This design comes from an exercise in tuning for small area and a short achievable clock period on the open sky130 flow, not from production work. Only simulation tests tie the RTL to the original design; equivalence was not proved. No activity file was given, so power comes from the tool's default toggle rates.

$ cat config.mk
export PLATFORM = sky130hd
export DESIGN_NAME = SingleCycle_Top
export DESIGN_NICKNAME = SingleCycle_Top
export VERILOG_FILES = /design/flow/design.v
export SDC_FILE = /design/flow/constraint.sdc
export NUM_CORES = 4
export LEC_CHECK = 0
export CAP_MARGIN = 20
export CORE_MARGIN = 2
export CORE_UTILIZATION = 40
export SLEW_MARGIN = 20
$ cat constraint.sdc
create_clock -name core_clock -period 16.0 [get_ports {CLK}]
set_input_delay 3.2000 -clock core_clock [delete_from_list [all_inputs] [get_ports {CLK}]]
set_output_delay 3.2000 -clock core_clock [all_outputs]
set_load 0.01 [all_outputs]
$ cat design.v
package typedefs;
parameter NUM_OPS  = 32;
parameter WIDTH_OP = $clog2(NUM_OPS);
typedef enum logic[WIDTH_OP-1:0] {ALU_ADD , ALU_SUB , ALU_NOT , ALU_AND , ALU_OR , ALU_XOR , ALU_SLL , ALU_SRL , ALU_SLA , ALU_SRA , EQ , GRT , GTU , GTE , LTE , GEU , LEU, ALU_BSL} alu_opcode_t;
typedef enum logic[5:0] {
    ADD   = 6'b000000,
    SUB   = 6'b000001,
    NOT   = 6'b000010,
    AND   = 6'b000011,
    OR    = 6'b000100,
    XOR   = 6'b000101,
    SLL   = 6'b000110,
    SRL   = 6'b000111,
    SRA   = 6'b001000,
    ADDI  = 6'b001001,
    LUI   = 6'b001010,
    ANDI  = 6'b001011,
    ORI   = 6'b001100,
    XORI  = 6'b001101,
    BEQ   = 6'b001110,
    BNE   = 6'b001111,
    BLT   = 6'b010000,
    BGT   = 6'b010001,
    BGE   = 6'b010010,
    BLE   = 6'b010011,
    BLTU  = 6'b010100,
    BGTU  = 6'b010101,
    BGEU  = 6'b010110,
    BLEU  = 6'b010111,
    JAL   = 6'b011000,
    LW    = 6'b011001,
    SW    = 6'b011010,
    LAD   = 6'b011011,
    LOA   = 6'b011100
} opcode_t;
endpackage
module Mux2x1
( 
  input  [15:0] a   ,
  input  [15:0] b   ,
  input  sel ,
  output [15:0] out 
);
logic [15:0] aux;
assign out = aux;
always_comb begin
        aux = (sel == 1'b1) ? b : a;
end
endmodule
module Reg
#(
    parameter WIDTH = 16
)
(
    input  [WIDTH-1:0]  in,
    input               clk,
    input               rst,
    output [WIDTH-1:0]  out
);
logic [WIDTH-1:0] aux;
assign out = aux;
always_ff @(posedge clk or negedge rst) begin
    if (!rst) begin
        aux <= '0;
    end
    else begin
        aux <= in;
    end
end
endmodule
module RegFile
#(
    parameter WIDTH = 16,
    parameter DEPTH = 32,
    parameter ADDR_SIZE = $clog2(DEPTH)
)
(
    input  [ADDR_SIZE-1:0] a1,
    input  [ADDR_SIZE-1:0] a2,
    input  [WIDTH-1:0]     wdata,
    input                  we,
    input                  clk,
    input                  rst,
    output [WIDTH-1:0]     rd1,
    output [WIDTH-1:0]     rd2
);
logic [WIDTH-1:0] file [DEPTH-1:0];  
logic [WIDTH-1:0] out1, out2;
assign rd1 = out1;
assign rd2 = out2;
always_comb begin
	out1 = file[a1];
	out2 = file[a2];
end
always_ff @(negedge clk or negedge rst) begin
    if (!rst) begin
        integer i;
        for (i = 0; i < DEPTH; i = i + 1) begin
            file[i] <= '0;
        end
    end else if (we) begin
        file[a2] <= wdata;
    end
end
endmodule
import typedefs::*;
module ALU
#(
    parameter WIDTH    = 16
)
(
    input  [WIDTH-1:0]    a     ,
    input  [WIDTH-1:0]    b     ,
    input  typedefs::alu_opcode_t       opcode,
    output [WIDTH-1:0]    out   ,
    output                comp
);
logic [WIDTH-1:0] aux_out;
logic             aux_comp;
assign out = aux_out;
assign comp = aux_comp;
always_comb begin
    case (opcode)
        ALU_ADD : begin
            aux_out = (a + b);
            aux_comp = '0;
        end
        ALU_SUB : begin
            aux_out = (a - b);
            aux_comp = '0;
        end
        ALU_NOT : begin
            aux_out = ~a;
            aux_comp = '0;
        end
        ALU_AND : begin
            aux_out = (a & b);
            aux_comp = '0;
        end
        ALU_OR  : begin
            aux_out = (a | b);
            aux_comp = '0;
        end
        ALU_XOR : begin
            aux_out = (a ^ b);
            aux_comp = '0;
        end
        ALU_SLL : begin
            aux_out = (a << b);
            aux_comp = '0;
        end
        ALU_SRL : begin
            aux_out = (a >> b);
            aux_comp = '0;
        end
        ALU_SLA : begin
            aux_out = (a <<< b);
            aux_comp = '0;
        end
        ALU_SRA : begin
            aux_out = (a >>> b);
            aux_comp = '0;
        end
        EQ  : begin
            aux_out = '0;
            aux_comp = (signed'(a) == signed'(b)) ? '1 : '0;
        end
        GRT : begin
            aux_out = '0;
            aux_comp = (signed'(a) > signed'(b)) ? '1 : '0;
        end
        GTU : begin
            aux_out = '0;
            aux_comp = (a > b) ? '1 : '0;
        end
        GTE : begin
            aux_out = '0;
            aux_comp = (signed'(a) >= signed'(b)) ? '1 : '0;
        end
        LTE : begin
            aux_out = '0;
            aux_comp = (signed'(a) <= signed'(b)) ? '1 : '0;
        end
        GEU : begin
            aux_out = '0;
            aux_comp = (a >= b) ? '1 : '0;
        end
        LEU : begin
            aux_out = '0;
            aux_comp = (a <= b) ? '1 : '0;
        end
		  ALU_BSL : begin		 
            aux_out = (b << 8);
            aux_comp = '0;
        end
        default : begin
            aux_out = '0;
            aux_comp = '0;
        end
    endcase
end
endmodule
import typedefs::*;
module Controller
(
    input  logic        clk       ,
    input  typedefs::opcode_t     op        ,
    input  logic        comp      ,
    output logic        sel_PC    ,
    output logic        sum_imm   ,
    output logic        store_pc  ,
    output logic        reg_we    ,
    output logic        alu_imm   ,
    output typedefs::alu_opcode_t alu_ctrl  ,
    output logic        alu_bypass,
	 output logic			alu_feedback_in,
    output logic        mem_we    ,
    output logic        mem_bypass
);
always_comb begin
    case(op)
        ADD  : begin
            sel_PC     = '0;
            sum_imm    = '0;
            store_pc   = '0;
            reg_we     = '0;
            alu_imm    = '0;
            alu_ctrl   = ALU_ADD;
            alu_bypass = '0;
				alu_feedback_in = '0;
            mem_we     = '0;
            mem_bypass = '0;        
        end
        SUB  : begin
            sel_PC     = '0;
            sum_imm    = '0;
            store_pc   = '0;
            reg_we     = '0;
            alu_imm    = '0;
            alu_ctrl   = ALU_SUB;
            alu_bypass = '0;
				alu_feedback_in = '0;
            mem_we     = '0;
            mem_bypass = '0;        
        end
        NOT : begin
            sel_PC     = '0;
            sum_imm    = '0;
            store_pc   = '0;
            reg_we     = '0;
            alu_imm    = '0;
            alu_ctrl   = ALU_NOT;
            alu_bypass = '0;
				alu_feedback_in = '0;
            mem_we     = '0;
            mem_bypass = '0;        
        end
        AND  : begin
            sel_PC     = '0;
            sum_imm    = '0;
            store_pc   = '0;
            reg_we     = '0;
            alu_imm    = '0;
            alu_ctrl   = ALU_AND;
            alu_bypass = '0;
				alu_feedback_in = '0;
            mem_we     = '0;
            mem_bypass = '0;        
        end
        OR   : begin
            sel_PC     = '0;
            sum_imm    = '0;
            store_pc   = '0;
            reg_we     = '0;
            alu_imm    = '0;
            alu_ctrl   = ALU_OR;
            alu_bypass = '0;
				alu_feedback_in = '0;
            mem_we     = '0;
            mem_bypass = '0;        
        end
        XOR  : begin
            sel_PC     = '0;
            sum_imm    = '0;
            store_pc   = '0;
            reg_we     = '0;
            alu_imm    = '0;
            alu_ctrl   = ALU_XOR;
            alu_bypass = '0;
				alu_feedback_in = '0;
            mem_we     = '0;
            mem_bypass = '0;        
        end
        SLL  : begin
            sel_PC     = '0;
            sum_imm    = '0;
            store_pc   = '0;
            reg_we     = '0;
            alu_imm    = '0;
            alu_ctrl   = ALU_SLL;
            alu_bypass = '0;
				alu_feedback_in = '0;
            mem_we     = '0;
            mem_bypass = '0;        
        end
        SRL  : begin
            sel_PC     = '0;
            sum_imm    = '0;
            store_pc   = '0;
            reg_we     = '0;
            alu_imm    = '0;
            alu_ctrl   = ALU_SRL;
            alu_bypass = '0;
				alu_feedback_in = '0;
            mem_we     = '0;
            mem_bypass = '0;        
        end
        SRA  : begin
            sel_PC     = '0;
            sum_imm    = '0;
            store_pc   = '0;
            reg_we     = '0;
            alu_imm    = '0;
            alu_ctrl   = ALU_SRA;
            alu_bypass = '0;
				alu_feedback_in = '0;
            mem_we     = '0;
            mem_bypass = '0;        
        end
        ADDI : begin
            sel_PC     = '0;
            sum_imm    = '0;
            store_pc   = '0;
            reg_we     = '0;
            alu_imm    = '1;
            alu_ctrl   = ALU_ADD;
            alu_bypass = '0;
				alu_feedback_in = '1;
            mem_we     = '0;
            mem_bypass = '0;        
        end
        LUI  : begin
            sel_PC     = '0;
            sum_imm    = '0;
            store_pc   = '0;
            reg_we     = '0;
            alu_imm    = '1;
            alu_ctrl   = ALU_BSL;
            alu_bypass = '0;
				alu_feedback_in = '0;
            mem_we     = '0;
            mem_bypass = '0;        
        end
        ANDI : begin
            sel_PC     = '0;
            sum_imm    = '0;
            store_pc   = '0;
            reg_we     = '0;
            alu_imm    = '1;
            alu_ctrl   = ALU_AND;
            alu_bypass = '0;
				alu_feedback_in = '1;
            mem_we     = '0;
            mem_bypass = '0;        
        end
        ORI  : begin
            sel_PC     = '0;
            sum_imm    = '0;
            store_pc   = '0;
            reg_we     = '0;
            alu_imm    = '1;
            alu_ctrl   = ALU_OR;
            alu_bypass = '0;
				alu_feedback_in = '1;
            mem_we     = '0;
            mem_bypass = '0;        
        end
        XORI : begin
            sel_PC     = '0;
            sum_imm    = '0;
            store_pc   = '0;
            reg_we     = '0;
            alu_imm    = '1;
            alu_ctrl   = ALU_XOR;
            alu_bypass = '0;
				alu_feedback_in = '1;
            mem_we     = '0;
            mem_bypass = '0;        
        end
        BEQ  : begin
            sel_PC     = '0;
            if(comp == '1) 
                sum_imm = '1;
            else
                sum_imm = '0;
            store_pc   = '0;
            reg_we     = '0;
            alu_imm    = '0;
            alu_ctrl   = EQ;
				alu_feedback_in = '0;
            alu_bypass = '0;
            mem_we     = '0;
            mem_bypass = '0;
        end
        BNE  : begin
            sel_PC     = '0;
            if(comp == '0) 
                sum_imm = '1;
            else
                sum_imm = '0;
            store_pc   = '0;
            reg_we     = '0;
            alu_imm    = '0;
            alu_ctrl   = EQ;
				alu_feedback_in = '0;
            alu_bypass = '0;
            mem_we     = '0;
            mem_bypass = '0;
        end
        BGT  : begin
            sel_PC     = '0;
            if(comp == '1) 
                sum_imm = '1;
            else
                sum_imm = '0;
            store_pc   = '0;
            reg_we     = '0;
            alu_imm    = '0;
            alu_ctrl   = GRT;
				alu_feedback_in = '0;
            alu_bypass = '0;
            mem_we     = '0;
            mem_bypass = '0;
        end
        BLT  : begin
            sel_PC     = '0;
            if(comp == '0) 
                sum_imm = '1;
            else
                sum_imm = '0;
            store_pc   = '0;
            reg_we     = '0;
            alu_imm    = '0;
            alu_ctrl   = GRT;
				alu_feedback_in = '0;
            alu_bypass = '0;
            mem_we     = '0;
            mem_bypass = '0;
        end
        BGE  : begin
            sel_PC     = '0;
            if(comp == '1) 
                sum_imm = '1;
            else
                sum_imm = '0;
            store_pc   = '0;
            reg_we     = '0;
            alu_imm    = '0;
            alu_ctrl   = GTE;
				alu_feedback_in = '0;
            alu_bypass = '0;
            mem_we     = '0;
            mem_bypass = '0;
        end
        BLE : begin
            sel_PC     = '0;
            if(comp == '1) 
                sum_imm = '1;
            else
                sum_imm = '0;
            store_pc   = '0;
            reg_we     = '0;
            alu_imm    = '0;
            alu_ctrl   = LTE;
				alu_feedback_in = '0;
            alu_bypass = '0;
            mem_we     = '0;
            mem_bypass = '0;
        end
        BGTU : begin
            sel_PC     = '0;
            if(comp == '1) 
                sum_imm = '1;
            else
                sum_imm = '0;
            store_pc   = '0;
            reg_we     = '0;
            alu_imm    = '0;
            alu_ctrl   = GTU;
				alu_feedback_in = '0;
            alu_bypass = '0;
            mem_we     = '0;
            mem_bypass = '0;
        end
        BLTU : begin
            sel_PC     = '0;
            if(comp == '0) 
                sum_imm = '1;
            else
                sum_imm = '0;
            store_pc   = '0;
            reg_we     = '0;
            alu_imm    = '0;
            alu_ctrl   = GTU;
				alu_feedback_in = '0;
            alu_bypass = '0;
            mem_we     = '0;
            mem_bypass = '0;
        end
        BGEU : begin
            sel_PC     = '0;
            if(comp == '1) 
                sum_imm = '1;
            else
                sum_imm = '0;
            store_pc   = '0;
            reg_we     = '0;
            alu_imm    = '0;
            alu_ctrl   = GEU;
				alu_feedback_in = '0;
            alu_bypass = '0;
            mem_we     = '0;
            mem_bypass = '0;
        end
        BLEU : begin
            sel_PC     = '0;
            if(comp == '1) 
                sum_imm = '1;
            else
                sum_imm = '0;
            store_pc   = '0;
            reg_we     = '0;
            alu_imm    = '0;
            alu_ctrl   = LEU;
				alu_feedback_in = '0;
            alu_bypass = '0;
            mem_we     = '0;
            mem_bypass = '0;
        end
        JAL  : begin
            sel_PC     = '1;
            sum_imm    = '0;
            store_pc   = '1;
            reg_we     = '1;
            alu_imm    = '0;
            alu_ctrl   = ALU_ADD;
            alu_bypass = '0;
				alu_feedback_in = '0;
            mem_we     = '0;
            mem_bypass = '0;
        end
        LW   : begin
            sel_PC     = '0;
            sum_imm    = '0;
            store_pc   = '0;
            reg_we     = '1;
            alu_imm    = '0;
            alu_ctrl   = ALU_ADD;
            alu_bypass = '0;
				alu_feedback_in = '0;
            mem_we     = '0;
            mem_bypass = '0;
        end
        SW   : begin
            sel_PC     = '0;
            sum_imm    = '0;
            store_pc   = '0;
            reg_we     = '0;
            alu_imm    = '0;
            alu_ctrl   = ALU_ADD;
            alu_bypass = '0;
				alu_feedback_in = '0;
            mem_we     = '1;
            mem_bypass = '0;
        end
        LAD  : begin
            sel_PC     = '0;
            sum_imm    = '0;
            store_pc   = '0;
            reg_we     = '1;
            alu_imm    = '0;
            alu_ctrl   = ALU_ADD;
            alu_bypass = '0;
				alu_feedback_in = '0;
            mem_we     = '0;
            mem_bypass = '1;
        end
        LOA  : begin
            sel_PC     = '0;
            sum_imm    = '0;
            store_pc   = '0;
            reg_we     = '0;
            alu_imm    = '0;
            alu_ctrl   = ALU_ADD;
            alu_bypass = '1;
				alu_feedback_in = '0;
            mem_we     = '0;
            mem_bypass = '0;
        end
        default : begin
            sel_PC     = '0;
            sum_imm    = '0;
            store_pc   = '0;
            reg_we     = '0;
            alu_imm    = '0;
            alu_ctrl   = ALU_ADD;
            alu_bypass = '0;
				alu_feedback_in = '0;
            mem_we     = '0;
            mem_bypass = '0;
        end
    endcase
end
endmodule
import typedefs::*;
module SingleCycle_Top
(
	input				CLK	,
	input				RST	,
	output [9:0]	IMEM_ADDR	,
	input	 [15:0]	IMEM_RDATA	,
	output [9:0]	DMEM_ADDR	,
	output [15:0]	DMEM_WDATA	,
	output			DMEM_WE		,
	input	 [15:0]	DMEM_RDATA
);
	wire [15:0] sel_pc_out;
	wire [15:0] pc_out;
	wire [15:0] im_out;
	wire [15:0] alu_in;
	wire [15:0] rd1;
	wire [15:0] rd2;
	wire [15:0] alu_imm_out;
	wire [15:0] alu_out;
	wire [15:0] alu_bypass_out;
	wire [15:0] aux_out;
	wire [15:0] mem_out;
	wire [15:0] mem_bypass_out;
	wire [15:0] store_pc_out;
	wire [15:0] sum_imm_out;
	wire               comp;
	wire               sel_pc;    
	wire               sum_imm;   
	wire               store_pc;  
	wire               reg_we;    
	wire               alu_imm;   
	typedefs::alu_opcode_t alu_ctrl;  
	wire               alu_bypass;
	wire					 alu_feedback_in;
	wire               mem_we;    
	wire               mem_bypass;
	Controller control_block(
		.clk(CLK), 
		.op(typedefs::opcode_t'(im_out[15:10])), 
		.comp(comp), 
		.sel_PC(sel_pc), 
		.sum_imm(sum_imm), 
		.store_pc(store_pc), 
		.reg_we(reg_we), 
		.alu_imm(alu_imm), 
		.alu_ctrl(alu_ctrl), 
		.alu_bypass(alu_bypass),
		.alu_feedback_in(alu_feedback_in),
		.mem_we(mem_we), 
		.mem_bypass(mem_bypass)
	);
	Mux2x1 feedback_mux(
		.a(rd1), 
		.b(aux_out), 
		.sel(alu_feedback_in), 
		.out(alu_in)
	);
	Mux2x1 pc_mux(
		.a(pc_out + sum_imm_out), 
		.b(aux_out), 
		.sel(sel_pc), 
		.out(sel_pc_out)
	);
	Mux2x1 sum_imm_mux(
		.a(16'h1), 
		.b(aux_out), 
		.sel(sum_imm), 
		.out(sum_imm_out)
	);
	Reg pc(
		.in(sel_pc_out), 
		.clk(CLK),
		.rst(RST), 
		.out(pc_out)
	);
	assign IMEM_ADDR = pc_out[9:0];
	assign im_out    = IMEM_RDATA;
	RegFile reg_file(
		.a1(im_out[9:5]), 
		.a2(im_out[4:0]), 
		.wdata(store_pc_out), 
		.we(reg_we), 
		.clk(CLK),
		.rst(RST),
		.rd1(rd1), 
		.rd2(rd2)
	);
	Mux2x1 alu_imm_mux(
		.a(rd2), 
		.b({8'h0, im_out[7:0]}), 
		.sel(alu_imm), 
		.out(alu_imm_out)
	);
	ALU my_alu(
		.a(alu_in), 
		.b(alu_imm_out), 
		.opcode(alu_ctrl), 
		.out(alu_out), 
		.comp(comp)
	);
	Mux2x1 alu_bypass_mux(
		.a(alu_out), 
		.b(alu_imm_out), 
		.sel(alu_bypass), 
		.out(alu_bypass_out)
	);
	Reg aux(
		.in(alu_bypass_out), 
		.clk(CLK), 
		.rst(RST),
		.out(aux_out)
	);
	assign DMEM_ADDR  = aux_out[9:0];
	assign DMEM_WDATA = rd2;
	assign DMEM_WE    = mem_we;
	assign mem_out    = DMEM_RDATA;
	Mux2x1 mem_bypass_mux(
		.a(mem_out), 
		.b(aux_out), 
		.sel(mem_bypass), 
		.out(mem_bypass_out)
	);
	Mux2x1 store_pc_mux(
		.a(mem_bypass_out), 
		.b(pc_out), 
		.sel(store_pc), 
		.out(store_pc_out)
	);
endmodule
$ cat run.sh
#!/bin/bash
# synth_recipe.tcl (not shown) runs the flow's synth.tcl, then flattens the netlist and writes it again
# the make line also repeats each setting of config.mk as NAME=value (left out here)
make -C /OpenROAD-flow-scripts/flow DESIGN_CONFIG=/design/flow/config.mk WORK_HOME=/design/flow/orfs CLKGATE_MAP_FILE= SYNTH_SCRIPT=/design/flow/synth_recipe.tcl finish
==> notes.md <==
The total detailed-routing wirelength is 183000 um. The worst reg-to-reg setup slack came out at 0.52 ns. The die is 294 um wide. The clock insertion delay at the later pin of the skew report came out at roughly 0.62 ns. STA classifies the critical path endpoint as a flop. The startpoint identified for the worst register-to-register timing path is reg_file.file[24][0]. For hold timing, the worst endpoint is reg_file.file[31][13].

The core footprint came out at 83600 um^2. The buffer count from post-CTS setup fixing is 0. The post-detailed-route via-to-cell ratio came out at 6.96. The number of unique standard cell types used by synthesis is 114. The global placer's final weighted congestion came out at ~1.0. The estimated wirelength of the detail-placed design came out at 123000 um. The final count of pins violating max slew is 0.

The worst endpoint data arrival time is ~16 ns. On the worst path, the slowest cell contributes a delay of 0.47 ns. During I/O placement, the number of pins put on the boundary was approximately 70. Of all nets on the critical path, the largest fanout is 4. The endpoint identified for the worst register-to-register timing path is pc.aux[14]. Counting stages on the worst path, the most repeated cell is o21ai_1.

The slew at the pin with the worst max-slew slack came out at 1.32 ns. The share of async-settable or async-resettable flops after synthesis came out at 100%. The tightest min-delay check is of the reg -> reg type.

The total clock buffers created by CTS came out at 66. The synthesis warning total came out at 6. Measured along the y axis, the die boundary spans 294 um. The static leakage is 0.0167 uW.

For this run, the post-layout net count is 4175. For met3 alone, demand over resource in global routing was about 15%. In the final timing run, aggregate negative setup slack is 0 ns. The area growth from synthesis to layout is 13.6%. The prevailing post-synth register cell is dfrtn_1. The power density over the cells came out at 97.1 nW/um^2. The final setup skew came out at ~0.033 ns. The final count of negative-setup-slack endpoints is 0. After global routing, the most crowded layer is met2.

The number of global-route vias before repair is 34000. The relative slew slack is a little under an eighth. For this run, design rule violations remaining after detail routing come to 0. The critical path is of the reg -> reg type. Max-cap violations in this run came to 0.

In this run the mean area of a mapped cell was 8.23 um^2. The area fraction of the dominant cell type after synthesis is 38.0%. The post-synthesis cell count came out at 4095. The die outline area came out at 86600 um^2. Ranked by total cell area, the synthesized netlist is headed by dfrtn_1 38%, o21ai_0 8.8%, nand2_1 7.2%. The longest clock path from root to sink contains 3 buffers.

The number of vias after detailed routing is between 30000 and 40000. The sum of overflow across all layers after global routing came out at 0. The number of antenna violations at the first check in global routing was 17. The met1 usage in global routing came out at approximately 50%. The total routing usage reported by global routing is 41.5%. The pin count of the biggest net entering global routing is 111. Data on the critical path is required at its endpoint by 16.51 ns.

The share of the core filled with cells in the final layout came out at between 40% and 50%. The hold buffer count at CTS came out at 0. The total standard cell area after synthesis is 33700 um^2. The post-detailed-route count of antenna-violating nets is 0. The peak supply drop is 0.0722 mV. In the global route stage, met2 resource usage came out at 59.0%. The slowest stage of the critical path belongs to the cell fa_1. The number of nets in the synthesized netlist is 4195. STA classifies the critical path startpoint as a flop. The average wire per standard cell is 35.0 um.

Clock-pin slew was measured on the worst setup and hold paths at 0.06 ns. The depth of the worst register-to-register path came out at 36. The number of clock sinks is about 540. The run finished with no timing, DRC or antenna violations.

The total count of hold-check failures in the final report is 0. The fill cell total of the finished layout is 8289. Input and output buffers added on the ports amount to 70.

In this run, synthesis inferred 0 flip-flops with an integrated enable. The TritonCTS clock tree is done. The count of routing violations after the opening detailed-route iteration came out at 6308.

The flip-flop and latch count after synthesis came out at between 500 and 600. The number of placement rows is ~110. The global-route wire length before repair is 256000 um. The number of optimization iterations in the first detailed-route pass is 9. The share of final-layout standard cells stronger than drive strength 1 came out at 12.0%. The biggest area contributor in the post-synthesis netlist is dfrtn_1. The register area share after synthesis came out at approximately two fifths. For this configuration, the core starts out at a cell density of 40.3%. The startpoint of the worst hold path is reg_file.file[31][13].

The worst hold path passes through 2 cells. The count of H-tree levels built during CTS came out at 3. CTS placed an instance of clkbuf_16 at the clock tree root.
-- synthesized netlist by cell type (22+ instances only) --
| library cell | instances |
|---|---|
| mux2i_1 | 63 |
| buf_4 | 37 |
| o22ai_1 | 26 |
| dfrtp_1 | 32 |
| dfrtn_1 | 512 |
| nor3_1 | 30 |
| nand3_1 | 427 |
| and2_1 | 30 |
| nor2_1 | 141 |
| a22oi_1 | 82 |
| nand2_1 | 643 |
| a211oi_1 | 25 |
| o211ai_1 | 31 |
| inv_1 | 66 |
| nand4_1 | 124 |
| clkbuf_1 | 236 |
| a32oi_1 | 38 |
| and3_1 | 156 |
| buf_2 | 88 |
| a21oi_1 | 101 |
| nand2b_1 | 22 |
| ha_1 | 63 |
| a2111oi_0 | 45 |
| o21ai_0 | 592 |
| nor4_1 | 32 |
-- routing by layer --
metal	up-vias	share of wire, %
met2	3032	41
met4	8	9.8
met5	-	0.071
li1	15000	-
met1	17300	36
met3	1006	13
-- how the worst max path moves through the flow --
stage / start / to / slack (ns) / depth (start not counted)
CTS: reg_file.file[24][0] / pc.aux[14] / 0.09 / 36
global route: reg_file.file[24][0] / pc.aux[14] / -0.06 / 36
global placement: reg_file.file[24][0] / pc.aux[14] / 0.11 / 36
detailed placement: reg_file.file[24][0] / pc.aux[14] / 0.08 / 36
finish: reg_file.file[24][0] / pc.aux[14] / 0.52 / 36
floorplan: reg_file.file[12][1] / pc.aux[14] / 0.57 / 32
-- layout by cell type, fill, tap and decap left out, types with 60 or more instances in the layout --
master           count
dfrtn_1            512
ha_1                63
and3_1             156
inv_1               65
a22oi_1             82
nor2_1             133
nand2_1            643
nand4_1            124
buf_4              233
o21ai_0            589
a21oi_1             84
clkbuf_16           67
clkdlybuf4s50_1     60
nand3_1            416
mux2i_1             63
-- worst max-delay path, delay by kind of cell, from the launching register on --
kind                     cells  cell delay, ns
multiplexers                 1            0.36
AND/OR/NAND/NOR              4            0.70
AO/OA/AOI/OAI               22            4.35
adder cells (fa/ha/maj)      4            1.04
flip-flops                   1            0.43
buffers and inverters        5            0.52
-- kinds of logic after synthesis --
| group | after synthesis | share of synthesized area, % |
|---|---|---|
| AND/OR/NAND/NOR | 1744 | 25.6 |
| AO/OA/AOI/OAI | 1176 | 22.2 |
| flip-flops | 544 | 40.4 |
| buffers and inverters | 471 | 6.39 |
| multiplexers | 82 | 2.61 |
| adder cells (fa/ha/maj) | 66 | 2.52 |
| XOR/XNOR | 12 | 0.312 |
-- what timing repair did --
item	4_1_cts	5_1_grt
gates resized for setup	1	16
setup endpoints to repair	1	3
endpoints found under the hold margin	0	0
pin swaps	0	3
-- power breakdown --
| group | internal, uW | total [uW] | switching (uW) | leakage (uW) |
|---|---|---|---|---|
| sequential | 1460 | 1550 | 92.9 | 0.00750 |
| clock | 884 | 1540 | 652 | 0.00107 |
| combinational | 199 | 626 | 427 | 0.00813 |
| total | 2540 | 3720 | 1170 | 0.0167 |
-- layout make-up --
type,count,area [um^2],area share (%)
diodes,11,27.5,0.0719
clock buffers,91,1910,4.98
clock inverters,22,243,0.634
inverters,70,265,0.693
multi-input cells,3080,18300,47.7
flip-flops and latches,544,13600,35.6
well taps,1080,1350,3.53
repair buffers,313,2610,6.82
-- registers in the layout, summed over array words and instances (netlist names) --
name           cells
reg_file.file    512
pc.aux            16
aux.aux           16
-- through the flow --
stage	power [uW]	area [um^2]	instances	worst slack [ns]	hold WS [ns]
2_1_floorplan	1870	33700	4095	0.566	0.410
3_3_place_gp	2170	36100	5087	0.112	0.426
3_5_place_dp	2170	36100	5087	0.0766	0.441
4_1_cts	3680	38200	5200	0.0882	0.441
5_1_grt	3800	38300	5200	-0.0566	0.463
6_report	3720	38300	5211	0.524	0.445
